What follows belongs to an exercise in optimizing a design on an open flow for small area and a short achievable clock period; a production flow would make more cautious choices.
In this exercise RTL edits were held to simulation tests only and were not proved equivalent to the original.

Setup of the previous run:
==> flow/design.v <==
`timescale 1ns / 1ps
module ALU(
	input wire [15:0] A,
	input wire [15:0] B,
	input wire [3:0] op,
	output wire [3:0] s0,
	output wire c4,
	output wire [3:0] s1_0, s1_1, s2_0, s2_1, s3_0, s3_1,
	output wire c8_0, c8_1, c12_0, c12_1,
	output wire [15:0] logic_res,
	output wire neq
);
	function [4:0] cla4(input [3:0] p, input [3:0] g, input c);
		reg c1, c2, c3, c4;
		begin
			c1 = g[0] | (p[0] & c);
			c2 = g[1] | (p[1] & g[0]) | (p[1] & p[0] & c);
			c3 = g[2] | (p[2] & g[1]) | (p[2] & p[1] & g[0]) | (p[2] & p[1] & p[0] & c);
			c4 = g[3] | (p[3] & g[2]) | (p[3] & p[2] & g[1]) | (p[3] & p[2] & p[1] & g[0])
			     | (p[3] & p[2] & p[1] & p[0] & c);
			cla4 = {c4, p ^ {c3, c2, c1, c}};
		end
	endfunction
	wire sub = op[2];
	wire [15:0] x = A ^ {16{sub}};
	wire [15:0] p = B ^ x;
	wire [15:0] g = B & x;
	wire c16_0, c16_1;
	assign {c4, s0} = cla4(p[3:0], g[3:0], sub);
	assign {c8_0, s1_0} = cla4(p[7:4], g[7:4], 1'b0);
	assign {c8_1, s1_1} = cla4(p[7:4], g[7:4], 1'b1);
	assign {c12_0, s2_0} = cla4(p[11:8], g[11:8], 1'b0);
	assign {c12_1, s2_1} = cla4(p[11:8], g[11:8], 1'b1);
	assign {c16_0, s3_0} = cla4(p[15:12], g[15:12], 1'b0);
	assign {c16_1, s3_1} = cla4(p[15:12], g[15:12], 1'b1);
	assign logic_res = op[0] ? (B | A) : (B & A);
	assign neq = ~&p;
endmodule
`timescale 1ns / 1ps
module program_counter(
	input wire [15:0] pc,
	input wire [15:0] instruction,
	input wire step,
	input wire clr,
	output wire [15:0] d_nt,
	output wire [15:0] d_br
);
	wire [15:0] pc_inc = pc + 16'd1;
	wire is_j = (instruction[15:12] == 4'd15);
	wire [15:0] nt = is_j ? {pc_inc[15:12], instruction[11:0]} : pc_inc;
	assign d_nt = clr ? 16'd0 : step ? nt : pc;
	wire [4:0] imm1 = {instruction[3], instruction[3:0]} + 5'd1;
	assign d_br = pc + {{11{imm1[4]}}, imm1};
endmodule
`timescale 1ns / 1ps
module register_file(
	input wire [255:0] R,
	input wire [3:0] addr,
	output wire [15:0] data
);
	assign data = R[16*addr +: 16];
endmodule
`timescale 1ns / 1ps
module microprocessor(
	input wire clk,
	input wire clr,
	input wire step,
	input wire [15:0] instruction,
	output wire [15:0] pc_out,
	output reg wb_en,
	output reg [3:0] wb_addr,
	output wire [15:0] wb_data,
	output reg st_en,
	output reg [1:0] st_addr,
	output reg [15:0] st_data
);
	wire [3:0] op = instruction[15:12];
	wire [3:0] ra = instruction[11:8];
	wire [3:0] rb = instruction[7:4];
	wire [3:0] rc = instruction[3:0];
	reg [255:0] R;           
	reg [63:0] M;            
	reg [3:0] q_s0, q_s1_0, q_s1_1, q_s2_0, q_s2_1, q_s3_0, q_s3_1;
	reg q_c4, q_c8_0, q_c8_1, q_c12_0, q_c12_1;
	reg [15:0] q_logic;
	reg q_log, q_sum, q_slt, q_taken;
	reg [3:0] q_lsel;        
	reg [15:0] pc_nt, pc_br;
	genvar gi;
	wire c8 = q_c8_0 | (q_c8_1 & q_c4);
	wire c12 = q_c12_0 | (q_c12_1 & c8);
	wire [15:0] sum = {c12 ? q_s3_1 : q_s3_0, c8 ? q_s2_1 : q_s2_0,
	                   q_c4 ? q_s1_1 : q_s1_0, q_s0};
	wire [15:0] res = ({16{q_lsel[0]}} & M[15:0]) | ({16{q_lsel[1]}} & M[31:16]) |
	                  ({16{q_lsel[2]}} & M[47:32]) | ({16{q_lsel[3]}} & M[63:48]) |
	                  ({16{q_log}} & q_logic) | ({16{q_sum}} & sum) |
	                  {15'd0, q_slt & sum[15]};
	assign wb_data = res;
	wire [15:0] pc = q_taken ? pc_br : pc_nt;
	assign pc_out = pc;
	wire [15:0] r_wdata = res & {16{~clr}};
	generate
		for (gi = 0; gi < 16; gi = gi + 1) begin : rf
			wire en = clr | (wb_en & (wb_addr == gi));
			always @(posedge clk)
				if (en) R[16*gi +: 16] <= r_wdata;
		end
	endgenerate
	wire [63:0] m_init = {16'd0, 16'd5, 16'd22, 16'd1};
	generate
		for (gi = 0; gi < 4; gi = gi + 1) begin : dm
			wire en = clr | (st_en & (st_addr == gi));
			always @(posedge clk)
				if (en) M[16*gi +: 16] <= clr ? m_init[16*gi +: 16] : st_data;
		end
	endgenerate
	wire [15:0] Ar, Br;
	register_file read_a (.R(R), .addr(ra), .data(Ar));
	register_file read_b (.R(R), .addr(rb), .data(Br));
	wire [15:0] A = (wb_en && wb_addr == ra) ? res : Ar;
	wire [15:0] B = (wb_en && wb_addr == rb) ? res : Br;
	wire [3:0] s0, s1_0, s1_1, s2_0, s2_1, s3_0, s3_1;
	wire c4, c8_0, c8_1, c12_0, c12_1, neq;
	wire [15:0] logic_res;
	ALU alu0 (.A(A), .B(B), .op(op), .s0(s0), .c4(c4), .s1_0(s1_0), .s1_1(s1_1),
	          .s2_0(s2_0), .s2_1(s2_1), .s3_0(s3_0), .s3_1(s3_1), .c8_0(c8_0), .c8_1(c8_1),
	          .c12_0(c12_0), .c12_1(c12_1), .logic_res(logic_res), .neq(neq));
	wire is_lw = (op == 4'd8);
	wire wr = step & ((op[3:1] == 3'b000) | (op == 4'd2) | (op[3:1] == 3'b011) | is_lw);
	wire st = step & (op == 4'd10);
	wire [1:0] maddr = B[1:0] + rc[1:0];
	wire [15:0] d_nt, d_br;
	program_counter pc0 (.pc(pc), .instruction(instruction), .step(step), .clr(clr),
	                     .d_nt(d_nt), .d_br(d_br));
	always @(posedge clk) begin
		if (clr) begin
			wb_en <= 1'b0;
			st_en <= 1'b0;
			q_taken <= 1'b0;
		end else begin
			wb_en <= wr;
			st_en <= st;
			q_taken <= step & (op == 4'd14) & neq;
		end
		pc_nt <= d_nt;
		pc_br <= d_br;
		q_s0 <= s0;
		q_c4 <= c4;
		q_s1_0 <= s1_0;
		q_s1_1 <= s1_1;
		q_c8_0 <= c8_0;
		q_c8_1 <= c8_1;
		q_s2_0 <= s2_0;
		q_s2_1 <= s2_1;
		q_c12_0 <= c12_0;
		q_c12_1 <= c12_1;
		q_s3_0 <= s3_0;
		q_s3_1 <= s3_1;
		q_logic <= logic_res;
		q_log <= (op[3:1] == 3'b000);
		q_sum <= (op == 4'd2) | (op == 4'd6);
		q_slt <= (op == 4'd7);
		q_lsel <= {4{is_lw}} & (4'b0001 << maddr);
		wb_addr <= is_lw ? rb : rc;
		st_addr <= maddr;
		st_data <= B;
	end
endmodule
clock: 10.5 ns
lec_check: 0
cap_margin: 20
core_margin: 2
core_utilization: 40
cts_cluster_diameter: 80
cts_cluster_size: 20
setup_slack_margin: 5
slew_margin: 20
synth_hierarchical: 1
standard.sh (not shown) runs the stock make flow with config.mk's settings and CLKGATE_MAP_FILE= SYNTH_SCRIPT=/design/flow/synth_recipe.tcl, a recipe that flattens the netlist after the stock synthesis.
==> flow/flow/run.sh <==
#!/bin/bash
# Own layout flow: the standard flow (standard.sh, the standard synthesis
# script and ORFS) with a few extra ORFS settings:
#  - the port buffers are sky130_fd_sc_hd__buf_4 instead of the resizer's default
#    choice (a slow delay cell);
#  - repair_timing aims for a larger setup margin.
# Each step's full output goes to a log file in the work folder.
set -euo pipefail
W=$(pwd)
X=("BUFFER_PORTS_ARGS=-buffer_cell sky130_fd_sc_hd__buf_4")
if [[ -f flow/extra.txt ]]; then
  while IFS= read -r line; do
    [[ -z "$line" || "$line" == \#* ]] && continue
    X+=("$line")
  done < flow/extra.txt
fi
printf '%s\n' "${X[@]}" > "$W/flow_settings.log"
bash standard.sh "${X[@]}" synth > "$W/flow_synth.log" 2>&1
bash standard.sh "${X[@]}" finish > "$W/flow_layout.log" 2>&1
test -f out/final.def
==> flow/flow/extra.txt <==
SETUP_SLACK_MARGIN=6.2
TNS_END_PERCENT=100
Relative to the previous run, the following input files were edited for the current run:
diff --git a/flow/design.v b/flow/design.v
--- a/flow/design.v
+++ b/flow/design.v
@@ -31,29 +31,28 @@
 	assign {c8_1, s1_1} = cla4(p[7:4], g[7:4], 1'b1);
 	assign {c12_0, s2_0} = cla4(p[11:8], g[11:8], 1'b0);
 	assign {c12_1, s2_1} = cla4(p[11:8], g[11:8], 1'b1);
 	assign {c16_0, s3_0} = cla4(p[15:12], g[15:12], 1'b0);
 	assign {c16_1, s3_1} = cla4(p[15:12], g[15:12], 1'b1);
 	assign logic_res = op[0] ? (B | A) : (B & A);
-	assign neq = ~&p;
+	assign neq = (B != A);
 endmodule
 `timescale 1ns / 1ps
 module program_counter(
 	input wire [15:0] pc,
 	input wire [15:0] instruction,
 	input wire step,
 	input wire clr,
 	output wire [15:0] d_nt,
 	output wire [15:0] d_br
 );
 	wire [15:0] pc_inc = pc + 16'd1;
 	wire is_j = (instruction[15:12] == 4'd15);
-	wire [15:0] nt = is_j ? {pc_inc[15:12], instruction[11:0]} : pc_inc;
-	assign d_nt = clr ? 16'd0 : step ? nt : pc;
-	wire [4:0] imm1 = {instruction[3], instruction[3:0]} + 5'd1;
-	assign d_br = pc + {{11{imm1[4]}}, imm1};
+	assign d_nt = clr ? 16'd0 : !step ? pc :
+	              is_j ? {pc_inc[15:12], instruction[11:0]} : pc_inc;
+	assign d_br = pc_inc + {{12{instruction[3]}}, instruction[3:0]};
 endmodule
 `timescale 1ns / 1ps
 module register_file(
 	input wire [255:0] R,
 	input wire [3:0] addr,
 	output wire [15:0] data
[summary]
Summary of the comparison: cell area after layout is higher in the current run, relative to the previous run.
Compared the current run vs the previous run, and met2 wire length is up in the current run.
Between the previous run and the current run, the difference in core utilization is negligible.
Diff the previous run -> the current run: synthesized-area fraction occupied by adder cells grew by 1.0 points; number of standard cells in the layout, taps in and fillers out shows an increase of 111.

==> separate check: timing with driven ports <==
The flow's constraints put no driver on any port. The routed layouts listed below were extracted and timed again, unchanged, in two steps.
Step 1: set_driving_cell puts a clkbuf_16 on clk and a buf_2 on each other input, an assumption about the parent block.
Step 2 adds t to the input delays and takes it off the output delays; t is the mean of the earliest and latest rising clock arrival at the registers after step 1. Input paths then give back, and output paths get back, about the clock's delay inside the block.
a / b / c = ideal / step 1 / step 2; a / b = the first two.
run | t (ns) | setup slack, ns | worst data-port slew with drivers (ns)
the previous run | 0.625 | 6.177 / 6.048 / 5.423 | 0.22
the current run | 0.641 | 6.254 / 6.142 / 5.500 | 0.20
After both steps setup and hold are still met in every run listed.
